Context: an optimization exercise on an open-source flow, tuned for small area, a short achievable clock period and few clock cycles. The choices shown serve that exercise and are no tape-out recipe. Function was not checked in any run shown here: the RTL went through the layout flow alone. No activity file was given, so power comes from the tool's default toggle rates.

==> flow/design.v <==
module ALU(
  input  logic [31:0] a,
  input  logic [31:0] b,
  input  logic [3:0]  aluOp,
  output logic [31:0] alures);
  logic        sub, lts, ltu;
  logic [32:0] sum;
  assign sub = aluOp[3] | (aluOp[2:1] == 2'b01);
  assign sum = {1'b0, a} + {1'b0, b ^ {32{sub}}} + {32'b0, sub};
  assign ltu = ~sum[32];
  assign lts = (a[31] ^ b[31]) ? a[31] : sum[31];
  logic        shl;
  logic [31:0] shIn, shOut, shlOut;
  assign shl = aluOp[2:0] == 3'b001;
  always_comb
    for (int k = 0; k < 32; k = k + 1) shIn[k] = shl ? a[31 - k] : a[k];
  assign shOut = $unsigned($signed({aluOp[3] & a[31], shIn}) >>> b[4:0]);
  always_comb
    for (int k = 0; k < 32; k = k + 1) shlOut[k] = shOut[31 - k];
  always_comb begin
    case (aluOp[2:0])
      3'b000: alures = sum[31:0];
      3'b001: alures = shlOut;
      3'b010: alures = {31'b0, lts};
      3'b011: alures = {31'b0, ltu};
      3'b100: alures = a ^ b;
      3'b101: alures = shOut;
      3'b110: alures = a | b;
      default: alures = a & b;
    endcase
  end
endmodule
module addInst(address, newAddress);
  input logic [31:0] address;
  output logic [31:0] newAddress;
  always @(*)
    newAddress = address + 32'h4;
endmodule
module branchUnit(
  input  logic        isBranch,
  input  logic        isJal,
  input  logic [2:0]  funct3,
  input  logic [31:0] rs1,
  input  logic [31:0] rs2,
  output logic        taken);
  logic eq, lts, ltu, cond;
  assign eq  = rs1 == rs2;
  assign ltu = rs1 < rs2;
  assign lts = $signed(rs1) < $signed(rs2);
  always_comb begin
    case (funct3)
      3'b000:  cond = eq;
      3'b001:  cond = ~eq;
      3'b100:  cond = lts;
      3'b101:  cond = ~lts;
      3'b110:  cond = ltu;
      3'b111:  cond = ~ltu;
      default: cond = 1'b0;
    endcase
  end
  assign taken = isJal | (isBranch & cond);
endmodule
module controlUnit(
  input  logic [31:0] inst,
  output logic        regWr,      
  output logic        isLoad,
  output logic        isStore,
  output logic        isBranch,
  output logic        isJal,
  output logic        isJalr,
  output logic        isAuipc,
  output logic        useRs2,     
  output logic [3:0]  aluOp,      
  output logic        passB);     
  logic [6:0] op;
  logic [2:0] f3;
  logic isLui, isOpImm, isOp;
  assign op = inst[6:0];
  assign f3 = inst[14:12];
  assign isLui    = op == 7'b0110111;
  assign isAuipc  = op == 7'b0010111;
  assign isJal    = op == 7'b1101111;
  assign isJalr   = op == 7'b1100111;
  assign isBranch = op == 7'b1100011;
  assign isLoad   = op == 7'b0000011;
  assign isStore  = op == 7'b0100011;
  assign isOpImm  = op == 7'b0010011;
  assign isOp     = op == 7'b0110011;
  assign regWr  = (isLui | isAuipc | isJal | isJalr | isLoad | isOpImm | isOp) && inst[11:7] != 5'd0;
  assign useRs2 = isOp | isBranch;
  assign aluOp  = isOp    ? {inst[30], f3} :
                  isOpImm ? {(f3 == 3'b101) & inst[30], f3} : 4'b0000;
  assign passB  = isLui | isAuipc | isJal | isJalr;
endmodule
module ImmGen(
  input  logic [31:0] inst,
  output logic [31:0] immExt);
  logic [6:0] op;
  assign op = inst[6:0];
  always_comb begin
    case (op)
      7'b0100011: immExt = {{20{inst[31]}}, inst[31:25], inst[11:7]};                        
      7'b1100011: immExt = {{19{inst[31]}}, inst[31], inst[7], inst[30:25], inst[11:8], 1'b0};  
      7'b0110111,
      7'b0010111: immExt = {inst[31:12], 12'b0};                                                
      7'b1101111: immExt = {{11{inst[31]}}, inst[31], inst[19:12], inst[20], inst[30:21], 1'b0};  
      default:    immExt = {{20{inst[31]}}, inst[31:20]};                                       
    endcase
  end
endmodule
module Mux2t1(data0, data1, select, dataOut);
  input logic select;
  input logic [31:0] data0;
  input logic [31:0] data1;
  output logic [31:0] dataOut;
  always @(*) begin
    if (select == 1) dataOut = data1;
    else dataOut = data0;
  end
endmodule
module Mux3t1(data0, data1, data2, select, dataOut);
  input logic [1:0] select;
  input logic [31:0] data0;
  input logic [31:0] data1;
  input logic [31:0] data2;
  output logic [31:0] dataOut;
  always @(*) begin
    case(select)
      2'b00: dataOut = data0;
      2'b01: dataOut = data1;
      2'b10: dataOut = data2;
      default: dataOut = data0;
    endcase
  end
endmodule
module progCount(addressIn, addressOut, clk, rst);
  input logic clk;
  input logic rst;
  input logic [31:0] addressIn;
  output logic [31:0] addressOut;
  always @(posedge clk or posedge rst) begin
    if (rst)
      addressOut <= 32'b0;
    else
      addressOut <= addressIn;
  end
endmodule
module RegisterFile (
    input  logic        clk,
    input  logic        we,
    input  logic [4:0]  wrAddr,
    input  logic [31:0] wrData,
    input  logic [4:0]  rdAddr1,
    input  logic [4:0]  rdAddr2,
    output logic [31:0] rdData1,
    output logic [31:0] rdData2);
  logic [31:1][31:0] regs;
  genvar i;
  for (i = 1; i < 32; i = i + 1) begin : g_reg
    always_ff @(posedge clk)
      if (we && wrAddr == i) regs[i] <= wrData;
  end
  logic [31:0] sel1, sel2;
  always_comb
    for (int k = 0; k < 32; k = k + 1) begin
      sel1[k] = rdAddr1 == k;
      sel2[k] = rdAddr2 == k;
    end
  logic [10:0][31:0] g1, g2;
  genvar j;
  for (j = 0; j < 11; j = j + 1) begin : g_grp
    always_comb begin
      g1[j] = 32'b0;
      g2[j] = 32'b0;
      for (int m = 0; m < 3; m = m + 1)
        if (3 * j + m >= 1 && 3 * j + m < 32) begin
          g1[j] = g1[j] | ({32{sel1[3 * j + m]}} & regs[3 * j + m]);
          g2[j] = g2[j] | ({32{sel2[3 * j + m]}} & regs[3 * j + m]);
        end
    end
  end
  always_comb begin
    rdData1 = 32'b0;
    rdData2 = 32'b0;
    for (int k = 0; k < 11; k = k + 1) begin
      rdData1 = rdData1 | g1[k];
      rdData2 = rdData2 | g2[k];
    end
  end
endmodule
module loadStoreUnit(
  input  logic [2:0]  funct3,
  input  logic        store,
  input  logic [1:0]  addrLo,
  input  logic [31:0] dataWr,
  input  logic [31:0] memRdata,
  output logic [31:0] memWdata,
  output logic [3:0]  memWstrb,
  output logic [31:0] dataRd);
  logic [7:0]  byteRd;
  logic [15:0] halfRd;
  always_comb begin
    case (addrLo)
      2'b00:   byteRd = memRdata[7:0];
      2'b01:   byteRd = memRdata[15:8];
      2'b10:   byteRd = memRdata[23:16];
      default: byteRd = memRdata[31:24];
    endcase
    halfRd = addrLo[1] ? memRdata[31:16] : memRdata[15:0];
    case (funct3)
      3'b000:  dataRd = {{24{byteRd[7]}}, byteRd};
      3'b001:  dataRd = {{16{halfRd[15]}}, halfRd};
      3'b100:  dataRd = {24'h0, byteRd};
      3'b101:  dataRd = {16'h0, halfRd};
      default: dataRd = memRdata;
    endcase
  end
  always_comb begin
    case (funct3[1:0])
      2'b00: begin
        memWdata = {4{dataWr[7:0]}};
        memWstrb = 4'b0001 << addrLo;
      end
      2'b01: begin
        memWdata = {2{dataWr[15:0]}};
        memWstrb = addrLo[1] ? 4'b1100 : 4'b0011;
      end
      default: begin
        memWdata = dataWr;
        memWstrb = 4'b1111;
      end
    endcase
    if (!store) memWstrb = 4'b0000;
  end
endmodule
module procMonoc(
  input  logic        clk,
  input  logic        rst,
  output logic [31:0] imem_addr,
  input  logic [31:0] imem_rdata,
  output logic [31:0] dmem_addr,
  output logic [31:0] dmem_wdata,
  output logic [3:0]  dmem_wstrb,
  output logic        dmem_we,
  input  logic [31:0] dmem_rdata);
  logic [31:0] aE;        
  logic [31:0] bE;        
  logic [31:0] cE;        
  logic [31:0] addrE;     
  logic [31:0] tgtE;      
  logic [31:0] pc4E;      
  logic [4:0]  rdE;
  logic        wrE, ldE, stE, takenE, jalrE, passBE;
  logic [2:0]  f3E;
  logic [3:0]  aluOpE;
  logic [31:0] aluRes, ldData, wbData, npc;
  always_comb begin
    if (jalrE)       npc = {addrE[31:1], 1'b0};
    else if (takenE) npc = tgtE;
    else             npc = pc4E;
  end
  assign imem_addr = npc;
  ALU alu(.a(aE), .b(bE), .aluOp(aluOpE), .alures(aluRes));
  loadStoreUnit lsu(.funct3(f3E), .store(stE), .addrLo(addrE[1:0]), .dataWr(cE), .memRdata(dmem_rdata),
                    .memWdata(dmem_wdata), .memWstrb(dmem_wstrb), .dataRd(ldData));
  assign dmem_addr = addrE;
  assign dmem_we   = stE;
  assign wbData = ldE ? ldData : passBE ? bE : aluRes;
  logic [31:0] inst, imm, rd1, rd2, rs1v, rs2v, pc4, tgt, bOther;
  logic        regWr, isLoad, isStore, isBranch, isJal, isJalr, isAuipc, useRs2, passB, taken;
  logic [3:0]  aluOp;
  assign inst = imem_rdata;
  controlUnit cu(.inst(inst), .regWr(regWr), .isLoad(isLoad), .isStore(isStore), .isBranch(isBranch),
                 .isJal(isJal), .isJalr(isJalr), .isAuipc(isAuipc), .useRs2(useRs2), .aluOp(aluOp),
                 .passB(passB));
  ImmGen ig(.inst(inst), .immExt(imm));
  RegisterFile rf(.clk(clk), .we(wrE), .wrAddr(rdE), .wrData(wbData),
                  .rdAddr1(inst[19:15]), .rdAddr2(inst[24:20]), .rdData1(rd1), .rdData2(rd2));
  assign rs1v = (wrE && rdE == inst[19:15]) ? wbData : rd1;
  assign rs2v = (wrE && rdE == inst[24:20]) ? wbData : rd2;
  branchUnit bu(.isBranch(isBranch), .isJal(isJal), .funct3(inst[14:12]), .rs1(rs1v), .rs2(rs2v), .taken(taken));
  assign pc4    = npc + 32'd4;
  assign tgt    = npc + imm;
  assign bOther = (isJal | isJalr) ? pc4 : isAuipc ? tgt : imm;
  always_ff @(posedge clk or posedge rst) begin
    if (rst) begin
      pc4E   <= 32'b0;    
      takenE <= 1'b0;
      jalrE  <= 1'b0;
      wrE    <= 1'b0;
      stE    <= 1'b0;
    end else begin
      pc4E   <= pc4;
      takenE <= taken;
      jalrE  <= isJalr;
      wrE    <= regWr;
      stE    <= isStore;
    end
  end
  always_ff @(posedge clk) begin
    aE     <= rs1v;
    bE     <= useRs2 ? rs2v : bOther;
    cE     <= rs2v;
    addrE  <= rs1v + imm;
    tgtE   <= tgt;
    rdE    <= inst[11:7];
    ldE    <= isLoad;
    f3E    <= inst[14:12];
    aluOpE <= aluOp;
    passBE <= passB;
  end
endmodule
==> flow/flow/run.sh <==
#!/bin/bash
# Layout: the standard flow (standard.sh, unchanged synthesis), with the
# timing repair aiming at a shorter period than the clock constraint: the
# repair's setup margin (SETUP_SLACK_MARGIN) is set from flow/margin.txt.
set -euo pipefail
cd "$(dirname "$0")/.."
MARGIN=$(cat flow/margin.txt)
sed -E "s/\"\\\$\{@:-finish\}\"/SETUP_SLACK_MARGIN=$MARGIN \"\${@:-finish}\"/" standard.sh > flow_std.sh
grep -q "SETUP_SLACK_MARGIN=$MARGIN " flow_std.sh
bash flow_std.sh > flow_make.log 2>&1
==> flow/flow/margin.txt <==
8
==> flow/standard.sh <==
#!/bin/bash
# synth_recipe.tcl (not shown) runs the flow's synth.tcl, then flattens the netlist and writes it again
# the make line also repeats each setting of config.mk as NAME=value (left out here)
make -C /OpenROAD-flow-scripts/flow DESIGN_CONFIG=/design/flow/config.mk WORK_HOME=/design/flow/orfs CLKGATE_MAP_FILE= SYNTH_SCRIPT=/design/flow/synth_recipe.tcl "${@:-finish}"
==> flow/config.mk <==
export PLATFORM = sky130hd
export DESIGN_NAME = procMonoc
export DESIGN_NICKNAME = procMonoc
export VERILOG_FILES = /design/flow/design.v
export SDC_FILE = /design/flow/constraint.sdc
export NUM_CORES = 4
export LEC_CHECK = 0
export CAP_MARGIN = 20
export CORE_MARGIN = 2
export CORE_UTILIZATION = 35
export SLEW_MARGIN = 20
==> flow/constraint.sdc <==
create_clock -name core_clock -period 12.5 [get_ports {clk}]
set_input_delay 2.5000 -clock core_clock [delete_from_list [all_inputs] [get_ports {clk}]]
set_output_delay 2.5000 -clock core_clock [all_outputs]
set_load 0.01 [all_outputs]
==> results.json, run 1 <==
{
  "antenna_found_initial": 29,
  "crit_fanout": 6,
  "gr-total-overflow": 0,
  "hold_path.class": "flop to flop",
  "instances_no_fill": 8619,
  "syn_area_per_cell_sq_um": 11.6,
  "dieHeight_um": 425,
  "chipWidth_um": 425,
  "routed_via_density": 7.34,
  "cts_tree": "built",
  "crit_path_start_kind": "primary input",
  "die_area_sq_um": 181000,
  "worst_slew_pin_slew_ns": 1.26,
  "drive_gt1_frac": 0.321,
  "ys_top_cells_by_count": "edfxtp_1, a22oi_1, nand2_1, nor2_1, clkbuf_1",
  "critical_path_required_ns": 13.16,
  "cp-endpoint": "addrE[31]",
  "synthAdderAreaFrac": 0.0395,
  "clockBufferDepth": 3,
  "fin_nets": 6401,
  "crit_start": "imem_rdata[17]",
  "floorplan.initialDensity": 0.352,
  "critical_path_class": "primary input to flop",
  "syn_to_final_growth_pct": 36.1,
  "synth_top_cell_by_area": "edfxtp_1",
  "port_buffers": 166,
  "ctsHtreeMaxLevel": 4,
  "synth_warnings": 6,
  "synth-edff-count": 992,
  "antenna_left": 0,
  "rr_startpoint": "aluOpE[1]",
  "vias": 63254,
  "finalSetupViolations": 0,
  "clock_sinks": 1202,
  "leakagePower_nw": 30.4,
  "maxSlewHeadroom": 0.159,
  "setup_tns_ns": 0,
  "rsz0062_at_grt": "yes",
  "drc": 0,
  "path_cells": "buf_12, or3b_4, buf_6, nor2_4, buf_12, buf_16, a22o_1, a221oi_2, nand4_1, nor3_4, a21oi_4, ha_4, a21oi_4, o21ai_4, a221oi_4, o22ai_2, o21ai_2, a21boi_2, nor4b_4, o31ai_2, o41ai_2, xnor3_1",
  "r2r_cells": 25,
  "async_flop_share": 0.0300,
  "cp_slowest_cell": "nor3_4",
  "synth-xor-area-share": 0.0195,
  "core-area_sq_um": 176000,
  "peakVddDrop_v": 0.000129,
  "cts-root-buf": "clkbuf_16",
  "drv_slew": 0,
  "powerDensity_nw_per_um2": 165,
  "critPathCaptureType": "flop",
  "io_pins": 167,
  "clkLatencyLatePin_ns": 0.82,
  "layout_setup_ws_ns": 6.20,
  "grt_max_degree": 69,
  "grt_pass1_wl_mm": 489,
  "yosysTopAreaCellShare": 0.480,
  "synth_cell_types": 107,
  "cts_buffers": 130,
  "rrSetupSlack_ns": 6.30,
  "synth.area.top_cells": "edfxtp_1, a22oi_1, dfxtp_1",
  "maxCapViolCount": 0,
  "muxShareOfSynthArea": 0.0395,
  "fin_worst_skew_ns": 0.0596,
  "ys_seq_elements": 1202,
  "synthFlopType": "edfxtp_1",
  "r2r-end": "addrE[31]",
  "synth_simple_gate_area_frac": 0.0956,
  "layout_min_cycle_time_ns": 6.30,
  "period_share": 0.504,
  "synth_top_family_by_area": "compound AO/OA/AOI/OAI gates",
  "syn_inst": 5362,
  "wl_per_cell_um": 43.3,
  "synth_compound_area_frac": 0.220,
  "wl_mm": 373,
  "ys_seq_area_frac": 0.550,
  "power_mw": 14.0,
  "dr.pass1.iters": 15,
  "placedCellCount": 7677,
  "synth_most_common_cell": "edfxtp_1",
  "dp_slack_ns": 3.12,
  "utilization": 0.479,
  "fmax_ghz": 0.159,
  "fin_area_sq_um": 84500,
  "place_congestion": 1.01,
  "cp_slowest_stage_delay_ns": 0.54,
  "clk_pin_slew_ns": 0.06,
  "drtIter0Drc": 14660,
  "syn_area_sq_um": 62100,
  "run_status": "timing/DRC/antenna clean",
  "arrival_ns": 6.96,
  "grt_pass1_vias": 57438,
  "placed_area_sq_um": 68000,
  "syn_nets": 5622,
  "grt_usage": 0.394,
  "rows": 154,
  "dp_hpwl_mm": 203,
  "holdWs_ns": 0.728,
  "hold_viol": 0
}
==> report_power, final <==
group          switching (mW)  internal [mW]
clock                    1.78           2.13
sequential              0.218           4.96
combinational            2.91           1.99
total                    4.91           9.08
==> layer usage <==
| layer | GRT usage | part of all wire | vias up |
|---|---|---|---|
| met5 | 0.0463 | 0.0050 | - |
| met4 | 0.305 | 0.11 | 35 |
| met1 | 0.450 | 0.33 | 30489 |
| met3 | 0.225 | 0.18 | 2443 |
| li1 | - | - | 23133 |
| met2 | 0.533 | 0.38 | 7154 |
==> timing repair <==
item / CTS / global route
pin swaps: 322 / 187
cloned: 51 / 5
buffers inserted: 502 / 114
hold buffers: 0 / 0
endpoints found under the setup margin: 1046 / 316
resized for setup: 1333 / 348
==> cells in the final DEF, fill, tap and decap left out, types with 30 or more instances in the layout <==
cell type / count
o21ai_1: 51
nor2_1: 172
a221oi_2: 38
o21a_1: 31
a221oi_1: 137
o211ai_1: 38
edfxtp_1: 992
dfxtp_1: 165
buf_4: 527
nor2_4: 109
a21oi_1: 143
inv_1: 147
o21ai_2: 54
a222oi_1: 65
mux4_2: 36
nand2_1: 286
nand4_1: 130
o21ai_0: 78
diode_2: 30
nand3_1: 121
a21o_1: 89
buf_12: 109
ha_4: 40
a21oi_4: 33
clkbuf_16: 134
a22o_1: 150
a22oi_1: 582
buf_6: 181
clkdlybuf4s50_1: 80
a21oi_2: 58
xnor2_1: 76
ha_1: 140
nor3_1: 66
mux2i_1: 100
dfrtp_1: 34
==> logic make-up (layout without fill, tap and decap cells) <==
group,Yosys count,after routing
AOI/OAI and AO/OA,1847,1859
xor gates and xnor gates,137,137
adders and majority gates,194,194
buffers and inverters,558,1426
DFF,1202,1202
muxes,194,194
other,0,30
and+or+nand+nor,1230,1237
==> registers in the layout, indices dropped and copies added, names as in the netlist, 3 cells and up <==
name / cells
rf.regs: 992
aE: 32
addrE: 32
bE: 32
cE: 32
pc4E: 32
tgtE: 32
rdE: 5
aluOpE: 4
f3E: 3
==> how the worst min path moves through the flow <==
stage               from        to  cells past startpoint
2_1_floorplan    tgtE[0]   pc4E[0]                      2
3_3_place_gp     tgtE[0]   pc4E[0]                      2
3_5_place_dp     tgtE[0]   pc4E[0]                      2
4_1_cts          tgtE[0]   pc4E[0]                      3
5_1_grt          tgtE[0]   pc4E[0]                      3
6_report       addrE[20]  pc4E[20]                      4
==> critical path, delay by kind of cell <==
kind / cells / cell delay, ns
AO/OA/AOI/OAI: 11 / 2.01
buffers and inverters: 4 / 0.54
adder cells (fa/ha/maj): 1 / 0.21
XOR/XNOR: 1 / 0.29
AND/OR/NAND/NOR: 5 / 1.39
==> final cells by class <==
| class | instances | area (sq um) |
|---|---|---|
| inverters | 176 | 692 |
| repair buffers | 1006 | 10800 |
| well taps | 2340 | 2930 |
| repair inverters | 4 | 30.0 |
| fillers | 15335 | 91800 |
| flip-flops and latches | 1202 | 34200 |
| diodes | 30 | 75.1 |
| multi-input cells | 3621 | 31500 |
| clock buffers | 161 | 3440 |
| clock inverters | 79 | 820 |
==> inputs of run 2 (changes only) <==
--- a/flow/design.v
+++ b/flow/design.v
@@ -87,7 +87,7 @@
   assign isOpImm  = op == 7'b0010011;
   assign isOp     = op == 7'b0110011;
   assign regWr  = (isLui | isAuipc | isJal | isJalr | isLoad | isOpImm | isOp) && inst[11:7] != 5'd0;
-  assign useRs2 = isOp | isBranch;
+  assign useRs2 = isOp | isBranch | isStore;
   assign aluOp  = isOp    ? {inst[30], f3} :
                   isOpImm ? {(f3 == 3'b101) & inst[30], f3} : 4'b0000;
   assign passB  = isLui | isAuipc | isJal | isJalr;
@@ -245,29 +245,28 @@
   input  logic [31:0] dmem_rdata);
   logic [31:0] aE;        
   logic [31:0] bE;        
-  logic [31:0] cE;        
   logic [31:0] addrE;     
   logic [31:0] tgtE;      
-  logic [31:0] pc4E;      
   logic [4:0]  rdE;
-  logic        wrE, ldE, stE, takenE, jalrE, passBE;
+  logic        wrE, ldE, stE, notTakenE, jalrE, passBE;
   logic [2:0]  f3E;
   logic [3:0]  aluOpE;
   logic [31:0] aluRes, ldData, wbData, npc;
   always_comb begin
-    if (jalrE)       npc = {addrE[31:1], 1'b0};
-    else if (takenE) npc = tgtE;
-    else             npc = pc4E;
+    if (jalrE)          npc = {addrE[31:1], 1'b0};
+    else if (notTakenE) npc = bE;
+    else                npc = tgtE;
   end
   assign imem_addr = npc;
   ALU alu(.a(aE), .b(bE), .aluOp(aluOpE), .alures(aluRes));
-  loadStoreUnit lsu(.funct3(f3E), .store(stE), .addrLo(addrE[1:0]), .dataWr(cE), .memRdata(dmem_rdata),
+  loadStoreUnit lsu(.funct3(f3E), .store(stE), .addrLo(addrE[1:0]), .dataWr(bE), .memRdata(dmem_rdata),
                     .memWdata(dmem_wdata), .memWstrb(dmem_wstrb), .dataRd(ldData));
   assign dmem_addr = addrE;
   assign dmem_we   = stE;
   assign wbData = ldE ? ldData : passBE ? bE : aluRes;
   logic [31:0] inst, imm, rd1, rd2, rs1v, rs2v, pc4, tgt, bOther;
   logic        regWr, isLoad, isStore, isBranch, isJal, isJalr, isAuipc, useRs2, passB, taken;
+  logic        useB;
   logic [3:0]  aluOp;
   assign inst = imem_rdata;
   controlUnit cu(.inst(inst), .regWr(regWr), .isLoad(isLoad), .isStore(isStore), .isBranch(isBranch),
@@ -281,28 +280,27 @@
   branchUnit bu(.isBranch(isBranch), .isJal(isJal), .funct3(inst[14:12]), .rs1(rs1v), .rs2(rs2v), .taken(taken));
   assign pc4    = npc + 32'd4;
   assign tgt    = npc + imm;
-  assign bOther = (isJal | isJalr) ? pc4 : isAuipc ? tgt : imm;
+  assign bOther = (isJal | isJalr | isBranch) ? pc4 : isAuipc ? tgt : imm;
+  assign useB   = useRs2 & ~isBranch;    
   always_ff @(posedge clk or posedge rst) begin
     if (rst) begin
-      pc4E   <= 32'b0;    
-      takenE <= 1'b0;
-      jalrE  <= 1'b0;
+      tgtE      <= 32'b0;    
+      notTakenE <= 1'b0;
+      jalrE     <= 1'b0;
       wrE    <= 1'b0;
       stE    <= 1'b0;
     end else begin
-      pc4E   <= pc4;
-      takenE <= taken;
-      jalrE  <= isJalr;
+      tgtE      <= (isJal | isBranch) ? tgt : pc4;
+      notTakenE <= isBranch & ~taken;
+      jalrE     <= isJalr;
       wrE    <= regWr;
       stE    <= isStore;
     end
   end
   always_ff @(posedge clk) begin
     aE     <= rs1v;
-    bE     <= useRs2 ? rs2v : bOther;
-    cE     <= rs2v;
+    bE     <= useB ? rs2v : bOther;
     addrE  <= rs1v + imm;
-    tgtE   <= tgt;
     rdE    <= inst[11:7];
     ldE    <= isLoad;
     f3E    <= inst[14:12];
--- a/flow/config.mk
+++ b/flow/config.mk
@@ -9,3 +9,4 @@
 export CORE_MARGIN = 2
 export CORE_UTILIZATION = 35
 export SLEW_MARGIN = 20
+export TNS_END_PERCENT = 0
==> run 2 against run 1 <==
  * Global-route usage down 2.3 points
  * Critical endpoint is now notTakenE
  * Sequential power down 6.4%
  * Clock power down about 10%
  * Via count down 7.1%
  * Utilization down 4.8 points
  * Synthesized area down 2.8%
  * Still clean
  * Highest routed layer unchanged
  * Cell area down 13%
  * Synthesized cell count down 2.5%
  * Critical path depth down 3
==> results.json, run 2 <==
{
  "crit_start": "imem_rdata[23]",
  "wl_mm": 340,
  "holdWs_ns": 0.679,
  "drive_gt1_frac": 0.183,
  "drv_slew": 0,
  "gr-total-overflow": 0,
  "clockBufferDepth": 3,
  "floorplan.initialDensity": 0.352,
  "fin_nets": 5839,
  "synth.area.top_cells": "edfxtp_1, a22oi_1, ha_1",
  "rsz0062_at_grt": "yes",
  "port_buffers": 166,
  "fmax_ghz": 0.150,
  "crit_fanout": 11,
  "dr_wl_met2_mm": 130,
  "cts_tree": "built",
  "clk_pin_slew_ns": 0.07,
  "rows": 152,
  "fin_worst_skew_ns": 0.102,
  "largest_register_ffs": 992,
  "critPathCaptureType": "flop",
  "rr_startpoint": "aluOpE[2]",
  "hold_path.class": "flop to flop",
  "async_flop_share": 0.0316,
  "clock_sinks": 1138,
  "worst_slew_pin_slew_ns": 1.38,
  "vias": 58758,
  "wl_per_cell_um": 42.5,
  "layout_min_cycle_time_ns": 6.65,
  "chipWidth_um": 419,
  "syn_nets": 5488,
  "top_layer": "met5",
  "ys_seq_elements": 1138,
  "ctsHtreeMaxLevel": 3,
  "r2r_cells": 32,
  "routed_via_density": 7.35,
  "antenna_left": 0,
  "regMostFlops": "rf.regs",
  "io_pins": 167,
  "wl_met1_mm": 113,
  "powerDensity_nw_per_um2": 165,
  "critical_path_required_ns": 13.11,
  "setup_tns_ns": 0,
  "grt_pass1_wl_mm": 449,
  "cts_buffers": 112,
  "syn_inst": 5228,
  "rrSetupSlack_ns": 6.04,
  "dp_hpwl_mm": 201,
  "die_area_sq_um": 176000,
  "drc": 0,
  "syn_to_final_growth_pct": 22.4,
  "crit_path_start_kind": "primary input",
  "mostFrequentLayoutCells": "edfxtp_1, a22oi_1, buf_4",
  "synth_top_cell_by_area": "edfxtp_1",
  "maxSlewHeadroom": 0.0758,
  "cp-endpoint": "notTakenE",
  "grt_max_degree": 76,
  "grt_pass1_vias": 52997,
  "period_share": 0.532,
  "finalSetupViolations": 0,
  "core-area_sq_um": 171000,
  "r2r-end": "notTakenE",
  "clkLatencyLatePin_ns": 0.81,
  "synth-edff-count": 992,
  "synth_warnings": 6,
  "run_status": "timing/DRC/antenna clean",
  "grt_usage": 0.371,
  "place_congestion": 1.02,
  "dieHeight_um": 419,
  "syn_area_sq_um": 60300,
  "leakagePower_nw": 25.4,
  "dr.pass1.iters": 14,
  "synthFlopType": "edfxtp_1",
  "met3_wirelength_mm": 62.6,
  "maxCapViolCount": 0,
  "syn_area_per_cell_sq_um": 11.5,
  "hold_viol": 0,
  "arrival_ns": 7.26,
  "synth_cell_types": 95,
  "critical_path_class": "primary input to flop",
  "peakVddDrop_v": 0.000133,
  "yosysTopAreaCellShare": 0.494,
  "final_common_cell": "edfxtp_1",
  "holdPathStages": 2,
  "ys_top_cells_by_count": "edfxtp_1, a22oi_1, nor2_1, clkbuf_1, nand2_1",
  "synth_most_common_cell": "edfxtp_1",
  "ys_seq_area_frac": 0.545,
  "drtIter0Drc": 14992,
  "cts-root-buf": "clkbuf_16",
  "antenna_found_initial": 18
}
==> run 2: cell count changes after synthesis, moves of 37 or more <==
cell | before | now
a22oi_1 | 590 | 430
a22o_1 | 151 | 246
a221oi_1 | 179 | 262
dfxtp_1 | 174 | 110
nor2_1 | 299 | 353
inv_1 | 165 | 125
nand2_1 | 327 | 290
==> run 2: worst min-delay path by stage <==
stage                 startpoint       end  slack (ns)
CTS                    addrE[31]  tgtE[31]        0.66
detailed placement     addrE[31]  tgtE[31]        0.65
finish                 addrE[31]  tgtE[31]        0.68
floorplan           rf.regs[128]     bE[0]        0.59
global route           addrE[31]  tgtE[31]        0.69
global placement       addrE[31]  tgtE[31]        0.66
==> run 2: layout make-up <==
class                           count  area, sq um
Clock inverter                     70          796
Tap cell                         2310         2890
Sequential cell                  1138        32900
Fill cell                       15823        97500
Clock buffer                      135         2940
Timing Repair Buffer              602         5800
Inverter                          130          488
Multi-Input combinational cell   3595        28000
Antenna cell                       18         45.0
==> run 2: critical path: stages <==
cell	delay (ns)
clkbuf_4	0.26
nand2b_4	0.26
buf_12	0.13
nor2_4	0.05
buf_4	0.21
buf_4	0.25
a22o_1	0.22
a221oi_1	0.23
nand4_1	0.14
nor3_1	1.11
nand2_1	0.21
o21ai_1	0.32
ha_1	0.21
nand2_1	0.07
or4_1	0.51
xor2_1	0.15
nor2_1	0.12
a31oi_1	0.07
o21a_1	0.20
==> run 2: cells by family after synthesis <==
| family | Yosys count | synth area share |
|---|---|---|
| AOI/OAI and AO/OA | 1853 | 0.227 |
| adders and majority gates | 194 | 0.0406 |
| muxes | 179 | 0.0370 |
| and+or+nand+nor | 1218 | 0.0963 |
| DFF | 1138 | 0.545 |
| buffers and inverters | 503 | 0.0334 |
| xor gates and xnor gates | 143 | 0.0208 |
==> run 2: where the power goes <==
part | leakage, nW | internal, mW | total (mW) | switching [mW]
combinational | 13.4 | 1.33 | 3.84 | 2.51
sequential | 10.3 | 4.70 | 4.84 | 0.149
clock | 1.79 | 1.93 | 3.52 | 1.59
total | 25.4 | 7.96 | 12.2 | 4.24
==> run 2: timing repair <==
action	in CTS	in global routing
cloned	16	2
buffers inserted	163	19
resized for setup	425	78
endpoints found under the setup margin	900	301
pin swaps	88	36
hold buffers	0	0
==> run 2: metrics by stage <==
step                utilization  area, sq um  total power [mW]  setup WS (ns)  cells
floorplan                     -        60900              6.71           6.26   5228
global route              0.431        73800              12.5           5.87   7987
CTS                       0.427        73200              11.9           6.15   7956
detailed placement        0.386        66200              8.11           3.42   7572
global placement          0.386        66200              8.09           3.37   7572
finish                    0.431        73800              12.2           5.85   7998
==> run 2: routing by layer <==
metal / GRT usage / vias to the layer above
li1: - / 21830
met4: 0.259 / 37
met1: 0.444 / 28083
met3: 0.201 / 2075
met5: 0.0367 / -
met2: 0.501 / 6733
==> inputs of run 3 (changes only) <==
==> flow/run.sh (new file) <==
#!/bin/bash
# synth_recipe.tcl (not shown) runs the flow's synth.tcl, then flattens the netlist and writes it again
# the make line also repeats each setting of config.mk as NAME=value (left out here)
make -C /OpenROAD-flow-scripts/flow DESIGN_CONFIG=/design/flow/config.mk WORK_HOME=/design/flow/orfs CLKGATE_MAP_FILE= SYNTH_SCRIPT=/design/flow/synth_recipe.tcl finish
--- a/flow/config.mk
+++ b/flow/config.mk
@@ -8,5 +8,5 @@
 export CAP_MARGIN = 20
 export CORE_MARGIN = 2
 export CORE_UTILIZATION = 35
+export SETUP_SLACK_MARGIN = 0.3
 export SLEW_MARGIN = 20
-export TNS_END_PERCENT = 0
removed: flow/flow/run.sh
removed: flow/flow/margin.txt
removed: flow/standard.sh
==> run 3 against run 2 <==
  * Still clean
  * Clock power about the same
  * Synthesized area is the same
  * Combinational power fell by 14%
  * Critical endpoint is now addrE[30]
  * Largest cell class unchanged
  * Largest power group unchanged
  * Highest routed layer unchanged
==> results.json, run 3 <==
{
  "run_status": "timing/DRC/antenna clean",
  "peakVddDrop_v": 0.000115,
  "antenna_left": 0,
  "clkLatencyLatePin_ns": 0.80,
  "hold_path.class": "flop to flop",
  "synth_top_family_by_area": "compound AO/OA/AOI/OAI gates",
  "cts-root-buf": "clkbuf_16",
  "synthFlopType": "edfxtp_1",
  "fmax_ghz": 0.108,
  "synth-xor-area-share": 0.0208,
  "die_area_sq_um": 176000,
  "wl_per_cell_um": 40.9,
  "yosysTopAreaCellShare": 0.494,
  "clk_pin_slew_ns": 0.06,
  "async_flop_share": 0.0316,
  "drtIter0Drc": 12894,
  "synth_simple_gate_area_frac": 0.0963,
  "power_mw": 11.7,
  "wl_mm": 318,
  "arrival_ns": 9.85,
  "fillers": 16120,
  "placed_area_sq_um": 65900,
  "cts_tree": "built",
  "setup_tns_ns": 0,
  "gr-total-overflow": 0,
  "worst_slew_pin_slew_ns": 1.30,
  "synth_compound_area_frac": 0.227,
  "hp-start": "addrE[31]",
  "syn_inst": 5228,
  "crit_fanout": 23,
  "powerDensity_nw_per_um2": 167,
  "post_cts_buffers": 0,
  "wl_met1_mm": 110,
  "fin_worst_skew_ns": 0.0819,
  "syn_area_sq_um": 60300,
  "port_buffers": 166,
  "synth.area.top_cells": "edfxtp_1, a22oi_1, ha_1",
  "finalSetupViolations": 0,
  "clock_sinks": 1138,
  "grt_pass1_wl_mm": 426,
  "leakagePower_nw": 23.7,
  "synth_top_cell_by_area": "edfxtp_1",
  "top_layer": "met5",
  "placedCellCount": 7547,
  "period_share": 0.739,
  "postCtsHoldBufs": 0,
  "grt_usage": 0.349,
  "dp_slack_ns": 3.06,
  "fin_nets": 5614,
  "ys_seq_elements": 1138,
  "ys_top_cells_by_count": "edfxtp_1, a22oi_1, nor2_1, clkbuf_1, nand2_1",
  "critPathCaptureType": "flop",
  "antenna_found_initial": 16,
  "maxSlewHeadroom": 0.135,
  "synth-edff-count": 992,
  "crit_path_start_kind": "primary input",
  "io_pins": 167,
  "critical_path_required_ns": 13.11,
  "syn_area_per_cell_sq_um": 11.5,
  "vias": 56099,
  "clockBufferDepth": 3,
  "drv_slew": 0,
  "drive_gt1_frac": 0.111,
  "dp_hpwl_mm": 197,
  "ys_seq_area_frac": 0.545,
  "layout_setup_ws_ns": 3.26,
  "drc": 0,
  "floorplan.initialDensity": 0.352,
  "mostFrequentLayoutCells": "edfxtp_1, a22oi_1, nand2_1",
  "place_congestion": 1.01,
  "layout_min_cycle_time_ns": 9.24,
  "dieHeight_um": 419,
  "core-area_sq_um": 171000,
  "muxShareOfSynthArea": 0.0370,
  "dr.pass1.iters": 13,
  "cts_buffers": 114,
  "hold_viol": 0,
  "dr_wl_met2_mm": 127,
  "critical_path_class": "primary input to flop",
  "synth_warnings": 6,
  "syn_nets": 5488,
  "synthAdderAreaFrac": 0.0406,
  "ctsHtreeMaxLevel": 3,
  "met3_wirelength_mm": 51.4,
  "fin_area_sq_um": 69800,
  "crit_start": "imem_rdata[16]",
  "syn_to_final_growth_pct": 15.6,
  "maxCapViolCount": 0,
  "routed_via_density": 7.21,
  "final_common_cell": "edfxtp_1",
  "rsz0062_at_grt": "no",
  "synth_cell_types": 95,
  "grt_pass1_vias": 51327,
  "utilization": 0.407,
  "regMostFlops": "rf.regs",
  "holdWs_ns": 0.647,
  "chipWidth_um": 419,
  "instances_no_fill": 7777,
  "grt_max_degree": 76,
  "ctsResizeCount": 0,
  "rr_startpoint": "aluOpE[1]",
  "rows": 152,
  "synth_most_common_cell": "edfxtp_1",
  "largest_register_ffs": 992,
  "rrSetupSlack_ns": 3.87
}
run 3: cell type report:
type | count | area (sq um) | share of cell area
clock inverter | 81 | 868 | 0.0124
inverter | 130 | 488 | 0.00699
antenna | 16 | 40.0 | 0.000574
sequential | 1138 | 32900 | 0.472
timing repair buffer | 383 | 3300 | 0.0473
multi-input combinational | 3587 | 26300 | 0.377
clock buffer | 132 | 2950 | 0.0423
tap | 2310 | 2890 | 0.0414
run 3: metal layers:
metal,GRT usage,vias to the layer above
met5,0.0111,-
met4,0.239,26
met3,0.146,1805
met2,0.489,5996
met1,0.432,26911
li1,-,21361
run 3: kinds of logic after synthesis:
| family | Yosys count |
|---|---|
| AO/OA/AOI/OAI | 1853 |
| AND/OR/NAND/NOR | 1218 |
| flip-flops | 1138 |
| buffers and inverters | 503 |
| adder cells (fa/ha/maj) | 194 |
| multiplexers | 179 |
| XOR/XNOR | 143 |
run 3: worst max-delay path, stage by stage:
cell and delay (ns):
clkdlybuf4s50_1 0.72, nand2b_1 0.72, nor2_4 0.31, buf_4 0.42, a22o_1 0.31, a221oi_1 0.28, nand3_1 0.13, nor3_1 1.02
nand2_1 0.12, o21a_1 0.18, ha_1 0.25, fa_1 0.44, a21o_1 0.18, a21oi_1 0.32, o21a_1 0.21, o2111ai_1 0.23
a41o_1 0.31, a21o_1 0.22, a221oi_1 0.48, nand4b_1 0.20, a21boi_0 0.11, xor2_1 0.15
run 3: path summary, 6_finish.rpt:
path	end	cells after the start
setup / recovery	addrE[30]	22
hold / removal	tgtE[31]	2
setup reg to reg	addrE[30]	28
hold reg to reg	tgtE[31]	2
max in group asynchronous	notTakenE	3
min in group asynchronous	tgtE[13]	3
run 3: where the power goes:
group	switching [mW]	internal (mW)
clock network	1.57	1.96
registers	0.164	4.70
logic	2.21	1.08
==> inputs of run 4 (changes only) <==
--- a/flow/design.v
+++ b/flow/design.v
@@ -37,28 +37,20 @@
     newAddress = address + 32'h4;
 endmodule
 module branchUnit(
-  input  logic        isBranch,
-  input  logic        isJal,
   input  logic [2:0]  funct3,
   input  logic [31:0] rs1,
   input  logic [31:0] rs2,
-  output logic        taken);
-  logic eq, lts, ltu, cond;
-  assign eq  = rs1 == rs2;
-  assign ltu = rs1 < rs2;
-  assign lts = $signed(rs1) < $signed(rs2);
-  always_comb begin
-    case (funct3)
-      3'b000:  cond = eq;
-      3'b001:  cond = ~eq;
-      3'b100:  cond = lts;
-      3'b101:  cond = ~lts;
-      3'b110:  cond = ltu;
-      3'b111:  cond = ~ltu;
-      default: cond = 1'b0;
-    endcase
-  end
-  assign taken = isJal | (isBranch & cond);
+  output logic        p,
+  output logic        y,
+  output logic        z);
+  logic eqHi, eqLo, ltHi, ltLo;
+  assign eqHi = rs1[31:16] == rs2[31:16];
+  assign eqLo = rs1[15:0] == rs2[15:0];
+  assign ltLo = rs1[15:0] < rs2[15:0];
+  assign ltHi = {~funct3[1] ^ rs1[31], rs1[30:16]} < {~funct3[1] ^ rs2[31], rs2[30:16]};
+  assign p = funct3[2] & ltHi;
+  assign y = eqHi;
+  assign z = funct3[2] ? ltLo : eqLo;
 endmodule
 module controlUnit(
   input  logic [31:0] inst,
@@ -245,28 +237,43 @@
   input  logic [31:0] dmem_rdata);
   logic [31:0] aE;        
   logic [31:0] bE;        
-  logic [31:0] addrE;     
+  logic [11:0] addrLoE;   
+  logic        carryE;    
+  logic        negE;      
   logic [31:0] tgtE;      
   logic [4:0]  rdE;
-  logic        wrE, ldE, stE, notTakenE, jalrE, passBE;
+  logic        wrE, ldE, stE, brE, jalrE, passBE;
+  logic        pE, yE, zE;  
   logic [2:0]  f3E;
   logic [3:0]  aluOpE;
-  logic [31:0] aluRes, ldData, wbData, npc;
+  logic [31:0] aluRes, ldData, wbData, npc, addr;
+  logic [19:0] addrHi;
+  logic        taken;
+  always_comb begin
+    case ({carryE, negE})
+      2'b10:   addrHi = aE[31:12] + 20'd1;
+      2'b01:   addrHi = aE[31:12] - 20'd1;
+      default: addrHi = aE[31:12];
+    endcase
+  end
+  assign addr = {addrHi, addrLoE};
+  assign taken = f3E[0] ^ (pE | (yE & zE));
   always_comb begin
-    if (jalrE)          npc = {addrE[31:1], 1'b0};
-    else if (notTakenE) npc = bE;
-    else                npc = tgtE;
+    if (jalrE)              npc = {addr[31:1], 1'b0};
+    else if (brE & ~taken)  npc = bE;
+    else                    npc = tgtE;
   end
   assign imem_addr = npc;
   ALU alu(.a(aE), .b(bE), .aluOp(aluOpE), .alures(aluRes));
-  loadStoreUnit lsu(.funct3(f3E), .store(stE), .addrLo(addrE[1:0]), .dataWr(bE), .memRdata(dmem_rdata),
+  loadStoreUnit lsu(.funct3(f3E), .store(stE), .addrLo(addrLoE[1:0]), .dataWr(bE), .memRdata(dmem_rdata),
                     .memWdata(dmem_wdata), .memWstrb(dmem_wstrb), .dataRd(ldData));
-  assign dmem_addr = addrE;
+  assign dmem_addr = addr;
   assign dmem_we   = stE;
   assign wbData = ldE ? ldData : passBE ? bE : aluRes;
   logic [31:0] inst, imm, rd1, rd2, rs1v, rs2v, pc4, tgt, bOther;
-  logic        regWr, isLoad, isStore, isBranch, isJal, isJalr, isAuipc, useRs2, passB, taken;
-  logic        useB;
+  logic        regWr, isLoad, isStore, isBranch, isJal, isJalr, isAuipc, useRs2, passB;
+  logic        useB, p, y, z;
+  logic [12:0] addrLo;
   logic [3:0]  aluOp;
   assign inst = imem_rdata;
   controlUnit cu(.inst(inst), .regWr(regWr), .isLoad(isLoad), .isStore(isStore), .isBranch(isBranch),
@@ -277,34 +284,46 @@
                   .rdAddr1(inst[19:15]), .rdAddr2(inst[24:20]), .rdData1(rd1), .rdData2(rd2));
   assign rs1v = (wrE && rdE == inst[19:15]) ? wbData : rd1;
   assign rs2v = (wrE && rdE == inst[24:20]) ? wbData : rd2;
-  branchUnit bu(.isBranch(isBranch), .isJal(isJal), .funct3(inst[14:12]), .rs1(rs1v), .rs2(rs2v), .taken(taken));
+  branchUnit bu(.funct3(inst[14:12]), .rs1(rs1v), .rs2(rs2v), .p(p), .y(y), .z(z));
+  logic [11:0] imm12;
+  assign imm12  = {inst[31:25], (inst[5] & ~inst[6]) ? inst[11:7] : inst[24:20]};
+  assign addrLo = {1'b0, rs1v[11:0]} + {1'b0, imm12};
+  logic [31:0] tImm;
+  assign tImm = ~inst[2] ? {{19{inst[31]}}, inst[31], inst[7], inst[30:25], inst[11:8], 1'b0} :
+                 inst[3] ? {{11{inst[31]}}, inst[31], inst[19:12], inst[20], inst[30:21], 1'b0} :
+                           {inst[31:12], 12'b0};
   assign pc4    = npc + 32'd4;
-  assign tgt    = npc + imm;
+  assign tgt    = npc + tImm;
   assign bOther = (isJal | isJalr | isBranch) ? pc4 : isAuipc ? tgt : imm;
   assign useB   = useRs2 & ~isBranch;    
   always_ff @(posedge clk or posedge rst) begin
     if (rst) begin
-      tgtE      <= 32'b0;    
-      notTakenE <= 1'b0;
-      jalrE     <= 1'b0;
+      tgtE   <= 32'b0;    
+      brE    <= 1'b0;
+      jalrE  <= 1'b0;
       wrE    <= 1'b0;
       stE    <= 1'b0;
     end else begin
-      tgtE      <= (isJal | isBranch) ? tgt : pc4;
-      notTakenE <= isBranch & ~taken;
-      jalrE     <= isJalr;
+      tgtE   <= (isJal | isBranch) ? tgt : pc4;
+      brE    <= isBranch;
+      jalrE  <= isJalr;
       wrE    <= regWr;
       stE    <= isStore;
     end
   end
   always_ff @(posedge clk) begin
-    aE     <= rs1v;
-    bE     <= useB ? rs2v : bOther;
-    addrE  <= rs1v + imm;
-    rdE    <= inst[11:7];
-    ldE    <= isLoad;
-    f3E    <= inst[14:12];
-    aluOpE <= aluOp;
-    passBE <= passB;
+    aE      <= rs1v;
+    bE      <= useB ? rs2v : bOther;
+    addrLoE <= addrLo[11:0];
+    carryE  <= addrLo[12];
+    negE    <= inst[31];
+    pE      <= p;
+    yE      <= y;
+    zE      <= z;
+    rdE     <= inst[11:7];
+    ldE     <= isLoad;
+    f3E     <= inst[14:12];
+    aluOpE  <= aluOp;
+    passBE  <= passB;
   end
 endmodule
==> flow/flow/run.sh (new file) <==
#!/bin/bash
# Layout: the standard flow (standard.sh, unchanged synthesis), with the
# timing repair aiming at a shorter period than the clock constraint: the
# repair's setup margin (SETUP_SLACK_MARGIN) is set from flow/margin.txt.
set -euo pipefail
cd "$(dirname "$0")/.."
MARGIN=$(cat flow/margin.txt)
sed -E "s/\"\\\$\{@:-finish\}\"/SETUP_SLACK_MARGIN=$MARGIN \"\${@:-finish}\"/" standard.sh > flow_std.sh
grep -q "SETUP_SLACK_MARGIN=$MARGIN " flow_std.sh
bash flow_std.sh > flow_make.log 2>&1
==> flow/flow/margin.txt (new file) <==
8
==> flow/standard.sh (new file) <==
#!/bin/bash
# synth_recipe.tcl (not shown) runs the flow's synth.tcl, then flattens the netlist and writes it again
# the make line also repeats each setting of config.mk as NAME=value (left out here)
make -C /OpenROAD-flow-scripts/flow DESIGN_CONFIG=/design/flow/config.mk WORK_HOME=/design/flow/orfs CLKGATE_MAP_FILE= SYNTH_SCRIPT=/design/flow/synth_recipe.tcl "${@:-finish}"
--- a/flow/config.mk
+++ b/flow/config.mk
@@ -8,5 +8,5 @@
 export CAP_MARGIN = 20
 export CORE_MARGIN = 2
 export CORE_UTILIZATION = 35
-export SETUP_SLACK_MARGIN = 0.3
 export SLEW_MARGIN = 20
+export TNS_END_PERCENT = 0
removed: flow/run.sh
==> run 4 against run 3 <==
  * Maximum frequency up 41%
  * Cell count about the same
  * Routed wire length is 4.3% higher
  * Highest routed layer unchanged
  * Die area fell by 0.75%
  * Global-route usage rose by 1.6 points
  * Via count is 1.5% higher
==> results.json, run 4 <==
{
  "run_status": "timing/DRC/antenna clean",
  "drc": 0,
  "rows": 151,
  "drive_gt1_frac": 0.148,
  "die_area_sq_um": 174000,
  "finalSetupViolations": 0,
  "worst_slew_pin_slew_ns": 1.29,
  "syn_to_final_growth_pct": 18.2,
  "cts_tree": "built",
  "layout_min_cycle_time_ns": 6.57,
  "cp_slowest_stage_delay_ns": 0.35,
  "fmax_ghz": 0.152,
  "rrSetupSlack_ns": 6.20,
  "antenna_found_initial": 14,
  "critPathCaptureType": "primary output",
  "fin_nets": 5713,
  "gr-total-overflow": 0,
  "grt_max_degree": 54,
  "chipWidth_um": 418,
  "regMostFlops": "rf.regs",
  "fin_worst_skew_ns": 0.0507,
  "hold_viol": 0,
  "yosysTopAreaCellShare": 0.497,
  "place_congestion": 1.04,
  "setup_tns_ns": 0,
  "clockBufferDepth": 3,
  "instances_no_fill": 7779,
  "multi_input_area_sq_um": 27000,
  "floorplan.initialDensity": 0.353,
  "synth-edff-count": 992,
  "final_common_cell": "edfxtp_1",
  "port_buffers": 166,
  "placedCellCount": 7483,
  "path_buf_inv": 4,
  "powerDensity_nw_per_um2": 170,
  "ys_seq_area_frac": 0.544,
  "maxSlewHeadroom": 0.118,
  "clock_sinks": 1123,
  "rr_startpoint": "aluOpE[0]",
  "rsz0062_at_grt": "yes",
  "drtIter0Drc": 13101,
  "regArea_sq_um": 32600,
  "grt_pass1_wl_mm": 443,
  "r2r-end": "carryE",
  "peakVddDrop_v": 0.000113,
  "hold_end": "tgtE[0]",
  "clk_pin_slew_ns": 0.07,
  "leakagePower_nw": 24.3,
  "drv_slew": 0,
  "ctsHtreeMaxLevel": 3,
  "antenna_left": 0,
  "syn_area_per_cell_sq_um": 11.4,
  "routed_via_density": 7.32,
  "grt_pass1_vias": 52776,
  "vias": 56958,
  "critical_path_required_ns": 10.00,
  "hp-start": "tgtE[0]",
  "holdPathStages": 2,
  "synth.area.top_cells": "edfxtp_1, a22oi_1, ha_1",
  "hold_path.class": "flop to flop",
  "ys_seq_elements": 1123,
  "crit_fanout": 5,
  "period_share": 0.525,
  "syn_inst": 5257,
  "grt_usage": 0.365,
  "syn_area_sq_um": 59900,
  "wl_per_cell_um": 42.6,
  "fillers": 15882,
  "r2r_cells": 25,
  "dp_hpwl_mm": 202,
  "cp_slowest_cell": "or3_4",
  "syn_nets": 5517,
  "path_delay_family": "compound AO/OA/AOI/OAI gates",
  "critical_path_class": "flop to primary output",
  "synth_most_common_cell": "edfxtp_1",
  "maxCapViolCount": 0,
  "crit_path_start_kind": "flop",
  "wl_mm": 331,
  "largest_register_ffs": 992,
  "arrival_ns": 4.07,
  "fin_area_sq_um": 70800,
  "synth_cell_types": 88,
  "synth_top_cell_by_area": "edfxtp_1",
  "synthFlopType": "edfxtp_1",
  "clkLatencyLatePin_ns": 0.78,
  "cts_buffers": 116,
  "mostFrequentLayoutCells": "edfxtp_1, a22oi_1, nand2_1",
  "synth_warnings": 5,
  "cts-root-buf": "clkbuf_16",
  "async_flop_share": 0.0321,
  "ys_top_cells_by_count": "edfxtp_1, a22oi_1, nor2_1, clkbuf_1, nand2_1",
  "dr.pass1.iters": 14,
  "placed_area_sq_um": 65600,
  "core-area_sq_um": 170000,
  "dieHeight_um": 418,
  "path_cells": "inv_2, ha_4, buf_12, ha_4, o21a_1, a211o_1, a211o_1, o211ai_1, a311oi_2, xnor2_1, or3_4, nand2_4, o21bai_4, inv_4, buf_6",
  "io_pins": 167
}
-- run 4: cell types whose count changed in the layout (fill, tap and decap cells not counted), moves of 21 or more --
cell,change
a22oi_1,+23
a21oi_1,+22
o21ai_0,+54
buf_6,+21
o21ai_1,-32
mux2i_1,-33
buf_4,+58
-- run 4: kinds of logic (layout without fill, tap and decap cells) --
logic type,Yosys count,in the layout,synth area share
AOI/OAI and AO/OA,1900,1900,0.230
and+or+nand+nor,1220,1222,0.0962
DFF,1123,1123,0.544
buffers and inverters,528,822,0.0341
adders and majority gates,194,194,0.0410
xor gates and xnor gates,150,150,0.0219
muxes,142,142,0.0323
other,0,8,0
-- run 4: cell type report --
cell class,count,share of cell area
flip-flops and latches,1123,0.461
multi-input cells,3608,0.381
repair buffers,470,0.0581
clock buffers,142,0.0427
well taps,2218,0.0392
clock inverters,76,0.0108
inverters,134,0.00714
diodes,8,0.000283
-- run 4: metal layers --
layer	vias to the layer above	wire (um)	track usage
met2	6117	134000	0.520
met3	1860	53700	0.161
met1	27414	112000	0.438
met5	-	487	0.0128
li1	21545	-	-
met4	22	31300	0.256
-- run 4: worst register-to-register path, stage by stage, from the launching register on --
cell and delay, ns:
dfxtp_4 0.54, buf_8 0.28, nor3b_2 0.29, buf_12 0.31, mux2i_1 0.20, mux2i_1 0.35
mux4_2 0.32, nand2_1 0.06, and3_1 0.19, a21oi_1 0.66, nor2_1 0.17, o31ai_4 0.35
buf_4 0.44, nor2_1 0.09, a21oi_1 0.24, ha_1 0.31, a21boi_1 0.15, o21ai_1 0.16
nand2_1 0.08, and2_1 0.15, o21ai_1 0.13, nand2_1 0.09, a21o_1 0.16, a21o_1 0.17
a21o_1 0.16, a21o_1 0.15
-- run 4: timing repair --
action                                   CTS  global route
gates resized for setup                  144           129
pin swaps                                 30            30
cloned                                     3             1
hold buffers                               0             0
setup buffers                             35            31
endpoints found under the setup margin  1188          1189
-- run 4: metrics by stage --
step / hold WS (ns) / total power, mW / util / worst slack (ns)
global placement: 0.643 / 8.22 / 0.387 / 3.91
detailed placement: 0.654 / 8.23 / 0.387 / 3.97
floorplan: 0.597 / 6.72 / - / 6.60
global route: 0.748 / 12.3 / 0.417 / 5.89
finish: 0.708 / 12.0 / 0.417 / 5.93
CTS: 0.669 / 11.8 / 0.413 / 5.87
-- run 4: power by group --
| part | internal, mW | total, mW | leakage [nW] | switching, mW |
|---|---|---|---|---|
| clock | 1.94 | 3.51 | 1.82 | 1.57 |
| combinational | 1.22 | 3.71 | 12.3 | 2.49 |
| sequential | 4.66 | 4.78 | 10.1 | 0.117 |
-- run 4: worst max path at each step --
stage | from | to | cells past startpoint
2_1_floorplan | imem_rdata[2] | bE[31] | 17
4_1_cts | carryE | imem_addr[31] | 15
5_1_grt | imem_rdata[2] | bE[30] | 17
3_3_place_gp | imem_rdata[16] | carryE | 21
6_report | carryE | imem_addr[31] | 15
3_5_place_dp | imem_rdata[16] | carryE | 21
==> inputs of run 5 (changes only) <==
--- a/flow/design.v
+++ b/flow/design.v
@@ -30,11 +30,11 @@
     endcase
   end
 endmodule
-module addInst(address, newAddress);
-  input logic [31:0] address;
-  output logic [31:0] newAddress;
-  always @(*)
-    newAddress = address + 32'h4;
+module addInst(
+  input  logic [11:0] a,
+  input  logic [11:0] b,
+  output logic [12:0] sum);
+  assign sum = {1'b0, a} + {1'b0, b};
 endmodule
 module branchUnit(
   input  logic [2:0]  funct3,
@@ -100,28 +100,30 @@
     endcase
   end
 endmodule
-module Mux2t1(data0, data1, select, dataOut);
-  input logic select;
-  input logic [31:0] data0;
-  input logic [31:0] data1;
-  output logic [31:0] dataOut;
-  always @(*) begin
-    if (select == 1) dataOut = data1;
-    else dataOut = data0;
-  end
+module nextAddr(
+  input  logic [31:0] pc,
+  input  logic [31:0] imm,
+  output logic [31:0] pc4,
+  output logic [31:0] tgt);
+  assign pc4 = pc + 32'd4;
+  assign tgt = pc + imm;
 endmodule
-module Mux3t1(data0, data1, data2, select, dataOut);
-  input logic [1:0] select;
-  input logic [31:0] data0;
-  input logic [31:0] data1;
-  input logic [31:0] data2;
-  output logic [31:0] dataOut;
-  always @(*) begin
-    case(select)
-      2'b00: dataOut = data0;
-      2'b01: dataOut = data1;
-      2'b10: dataOut = data2;
-      default: dataOut = data0;
+module addrHigh(
+  input  logic [19:0] a,
+  input  logic        carry,
+  input  logic        neg,
+  output logic [19:0] hi);
+  logic [19:0] inc, dec;
+  always_comb
+    for (int k = 0; k < 20; k = k + 1) begin
+      inc[k] = a[k] ^ (k == 0 ? 1'b1 : &(a & ((20'd1 << k) - 20'd1)));
+      dec[k] = a[k] ^ (k == 0 ? 1'b1 : ~|(a & ((20'd1 << k) - 20'd1)));
+    end
+  always_comb begin
+    case ({carry, neg})
+      2'b10:   hi = inc;
+      2'b01:   hi = dec;
+      default: hi = a;
     endcase
   end
 endmodule
@@ -249,13 +251,7 @@
   logic [31:0] aluRes, ldData, wbData, npc, addr;
   logic [19:0] addrHi;
   logic        taken;
-  always_comb begin
-    case ({carryE, negE})
-      2'b10:   addrHi = aE[31:12] + 20'd1;
-      2'b01:   addrHi = aE[31:12] - 20'd1;
-      default: addrHi = aE[31:12];
-    endcase
-  end
+  addrHigh ah(.a(aE[31:12]), .carry(carryE), .neg(negE), .hi(addrHi));
   assign addr = {addrHi, addrLoE};
   assign taken = f3E[0] ^ (pE | (yE & zE));
   always_comb begin
@@ -287,13 +283,12 @@
   branchUnit bu(.funct3(inst[14:12]), .rs1(rs1v), .rs2(rs2v), .p(p), .y(y), .z(z));
   logic [11:0] imm12;
   assign imm12  = {inst[31:25], (inst[5] & ~inst[6]) ? inst[11:7] : inst[24:20]};
-  assign addrLo = {1'b0, rs1v[11:0]} + {1'b0, imm12};
+  addInst alo(.a(rs1v[11:0]), .b(imm12), .sum(addrLo));
   logic [31:0] tImm;
   assign tImm = ~inst[2] ? {{19{inst[31]}}, inst[31], inst[7], inst[30:25], inst[11:8], 1'b0} :
                  inst[3] ? {{11{inst[31]}}, inst[31], inst[19:12], inst[20], inst[30:21], 1'b0} :
                            {inst[31:12], 12'b0};
-  assign pc4    = npc + 32'd4;
-  assign tgt    = npc + tImm;
+  nextAddr na(.pc(npc), .imm(tImm), .pc4(pc4), .tgt(tgt));
   assign bOther = (isJal | isJalr | isBranch) ? pc4 : isAuipc ? tgt : imm;
   assign useB   = useRs2 & ~isBranch;    
   always_ff @(posedge clk or posedge rst) begin
--- a/flow/config.mk
+++ b/flow/config.mk
@@ -9,4 +9,5 @@
 export CORE_MARGIN = 2
 export CORE_UTILIZATION = 35
 export SLEW_MARGIN = 20
+export SYNTH_HIERARCHICAL = 1
 export TNS_END_PERCENT = 0
==> run 5 against run 4 <==
  * Synthesized area rose by 4.5%
  * Non-clock buffer count rose by 146
  * Largest cell class unchanged
  * First-iteration DRC count fell by 7.5%
  * Critical endpoint is now pE
  * Die area rose by 4.5%
  * Combinational power rose by about 10%
  * Cell area rose by 9.0%
  * Clock skew rose by 0.040 ns
  * Sequential share of layout area fell by 3.8 points
  * Synthesized cell count rose by 3.3%
  * Utilization rose by 1.6 points
==> results.json, run 5 <==
{
  "run_status": "timing/DRC/antenna clean",
  "rows": 155,
  "ys_seq_area_frac": 0.521,
  "drtIter0Drc": 12117,
  "peakVddDrop_v": 0.000121,
  "rr_startpoint": "aluOpE[1]",
  "grt_pass1_vias": 54796,
  "place_congestion": 1.02,
  "syn_to_final_growth_pct": 23.2,
  "synth_warnings": 12,
  "clockBufferDepth": 3,
  "finalSetupViolations": 0,
  "r2r-end": "addrLoE[11]",
  "dieHeight_um": 427,
  "synth_top_cell_by_area": "edfxtp_1",
  "maxSlewHeadroom": 0.203,
  "cts_buffers": 114,
  "drive_gt1_frac": 0.223,
  "powerDensity_nw_per_um2": 164,
  "regMostFlops": "rf.regs",
  "holdPathStages": 3,
  "syn_nets": 5680,
  "mostFrequentLayoutCells": "edfxtp_1, a22oi_1, and3_1",
  "power_mw": 12.6,
  "fin_nets": 5988,
  "floorplan.initialDensity": 0.351,
  "hold_end": "aE[30]",
  "cts_tree": "built",
  "dr.pass1.iters": 10,
  "async_flop_share": 0.0321,
  "core-area_sq_um": 178000,
  "synthFlopType": "edfxtp_1",
  "rsz0062_at_grt": "yes",
  "syn_inst": 5433,
  "ys_seq_elements": 1123,
  "period_share": 0.470,
  "critPathCaptureType": "flop",
  "io_pins": 167,
  "dp_hpwl_mm": 201,
  "layout_min_cycle_time_ns": 5.88,
  "setup_tns_ns": 0,
  "antenna_found_initial": 36,
  "grt_usage": 0.365,
  "r2r_cells": 20,
  "path_cells": "clkbuf_4, clkbuf_16, and3_1, buf_4, and3_1, a2111oi_0, nand3_1, or4_1, mux2_2, ha_1, a221o_1, o21ai_0, o2111a_1",
  "hold_path.class": "flop to flop",
  "hold_viol": 0,
  "cts-root-buf": "clkbuf_16",
  "fmax_ghz": 0.170,
  "antenna_left": 0,
  "routed_via_density": 7.24,
  "gr-total-overflow": 0,
  "grt_max_degree": 70,
  "maxCapViolCount": 0,
  "largest_register_ffs": 992,
  "die_area_sq_um": 182000,
  "hp-start": "rf.regs[862]",
  "arrival_ns": 6.54,
  "clock_sinks": 1123,
  "syn_area_per_cell_sq_um": 11.5,
  "crit_start": "imem_rdata[19]",
  "grt_pass1_wl_mm": 459,
  "port_buffers": 166,
  "worst_slew_pin_slew_ns": 1.19,
  "ys_top_cells_by_count": "edfxtp_1, a22oi_1, and3_1, nand2_1, clkbuf_1",
  "ctsHtreeMaxLevel": 3,
  "drc": 0,
  "synth_most_common_cell": "edfxtp_1",
  "fin_worst_skew_ns": 0.0907,
  "yosysTopAreaCellShare": 0.476,
  "clk_pin_slew_ns": 0.07,
  "chipWidth_um": 427,
  "clkLatencyLatePin_ns": 0.81,
  "crit_fanout": 12,
  "crit_top_cell": "and3_1",
  "cp_slowest_cell": "a2111oi_0",
  "leakagePower_nw": 28.1,
  "rrSetupSlack_ns": 6.75,
  "wl_per_cell_um": 42.5,
  "drv_slew": 0,
  "synth_cell_types": 130,
  "critical_path_class": "primary input to flop",
  "critical_path_required_ns": 13.17,
  "cp_slowest_stage_delay_ns": 0.81,
  "synth.area.top_cells": "edfxtp_1, a22oi_1, ha_1",
  "syn_area_sq_um": 62600,
  "wl_mm": 349,
  "vias": 59458,
  "final_common_cell": "edfxtp_1",
  "crit_path_start_kind": "primary input",
  "synth-edff-count": 992
}
[run 5: timing repair]
| action | in CTS | in global routing |
|---|---|---|
| gates resized for setup | 673 | 117 |
| gates cloned | 32 | 8 |
| endpoints found under the setup margin | 1189 | 492 |
| pin swaps | 94 | 39 |
| buffers inserted | 162 | 21 |
| hold buffers | 0 | 0 |
[run 5: worst max-delay path, delay by kind of cell]
kind	cells	cell delay (ns)
fa+ha+maj	1	0.22
buf+inv	3	0.70
compound gates	4	1.50
simple gates	4	1.26
mux	1	0.34
[run 5: final cells by class]
cell class / count / area (sq um)
Sequential cell: 1123 / 32600
Fill cell: 16444 / 101000
Multi-Input combinational cell: 3737 / 29900
Clock inverter: 73 / 1000
Clock buffer: 142 / 3050
Timing Repair Buffer: 616 / 6900
Tap cell: 2355 / 2950
Inverter: 149 / 577
Antenna cell: 20 / 50.0
[run 5: where the power goes]
group	leakage (nW)	internal [mW]	total (mW)	switching, mW
clock	1.95	2.16	3.75	1.60
sequential	10.2	4.67	4.79	0.127
combinational	15.9	1.43	4.08	2.65
total	28.1	8.26	12.6	4.37
[run 5: worst max-delay path by stage]
stage,endpoint,cells past startpoint
finish,pE,13
floorplan,zE,16
global placement,zE,16
detailed placement,zE,16
global route,pE,17
CTS,imem_addr[30],13
[run 5: kinds of logic (layout without fill, tap and decap cells)]
kind of cell             Yosys count  count (layout)  share of synthesized area
multiplexers                     295             296                     0.0596
other                              1              21                  0.0000599
XOR/XNOR                         132             132                     0.0186
adder cells (fa/ha/maj)          181             181                     0.0366
flip-flops                      1123            1123                      0.521
AO/OA/AOI/OAI                   1612            1613                      0.190
AND/OR/NAND/NOR                 1511            1514                      0.133
buffers and inverters            578             980                     0.0418
[run 5: per-module statistics from Yosys (local to each module, per instance)]
module	times used	cells inside
controlUnit	1	27
RegisterFile	1	2947
procMonoc	1	723
nextAddr	1	312
loadStoreUnit	1	178
ImmGen	1	50
ALU	1	898
addInst	1	82
addrHigh	1	101
branchUnit	1	115
[run 5: per-layer routing]
metal	part of all wire	GRT usage
met1	0.33	0.429
met2	0.41	0.527
met3	0.16	0.165
met4	0.096	0.260
met5	0.00086	0.00238
[run 5: stage by stage]
step           hold WS, ns  instance area [sq um]  instances  setup WS (ns)   util
2_1_floorplan        0.634                  63000       5433           6.87      -
3_3_place_gp         0.756                  67700       7755           4.65  0.380
3_5_place_dp         0.757                  67700       7756           4.68  0.380
4_1_cts              0.732                  76200       8165           6.90  0.428
5_1_grt              0.779                  77100       8196           6.71  0.433
6_report             0.782                  77100       8215           6.62  0.433

[what the ideal ports hide]
The flow's constraints put no driver on any port. The routed layouts listed below were extracted and timed again, unchanged, in two steps. Step 1 sets driving cells, clkbuf_16 on the clock port and buf_2 on the other inputs (assumed; they add their load-dependent delay and slew). Step 2 moves the port delays by t, midway between the first and last clock arrival at a register: inputs arrive t later, outputs are due t later. That takes back most of the time a late clock gives input paths. Three values: ideal ports, drivers, drivers and shift; two values: the first two.
| run | t (ns) | setup slack, ns | worst hold slack (ns) |
|---|---|---|---|
| run 1 | 0.871 | 6.201 / 6.124 / 5.253 | 0.728 / 0.728 / 0.728 |
| run 2 | 0.842 | 5.851 / 5.761 / 4.919 | 0.679 / 0.679 / 0.679 |
| run 3 | 0.838 | 3.260 / 3.228 / 2.390 | 0.647 / 0.647 / 0.647 |
| run 4 | 0.832 | 5.932 / 5.858 / 5.058 | 0.708 / 0.708 / 0.708 |
| run 5 | 0.842 | 6.622 / 6.674 / 5.833 | 0.782 / 0.782 / 0.782 |
After both steps every run listed still meets setup and hold. The setup slack of run 1, which loses most, moves by -0.077 ns with the drivers and by -0.948 ns with both steps.
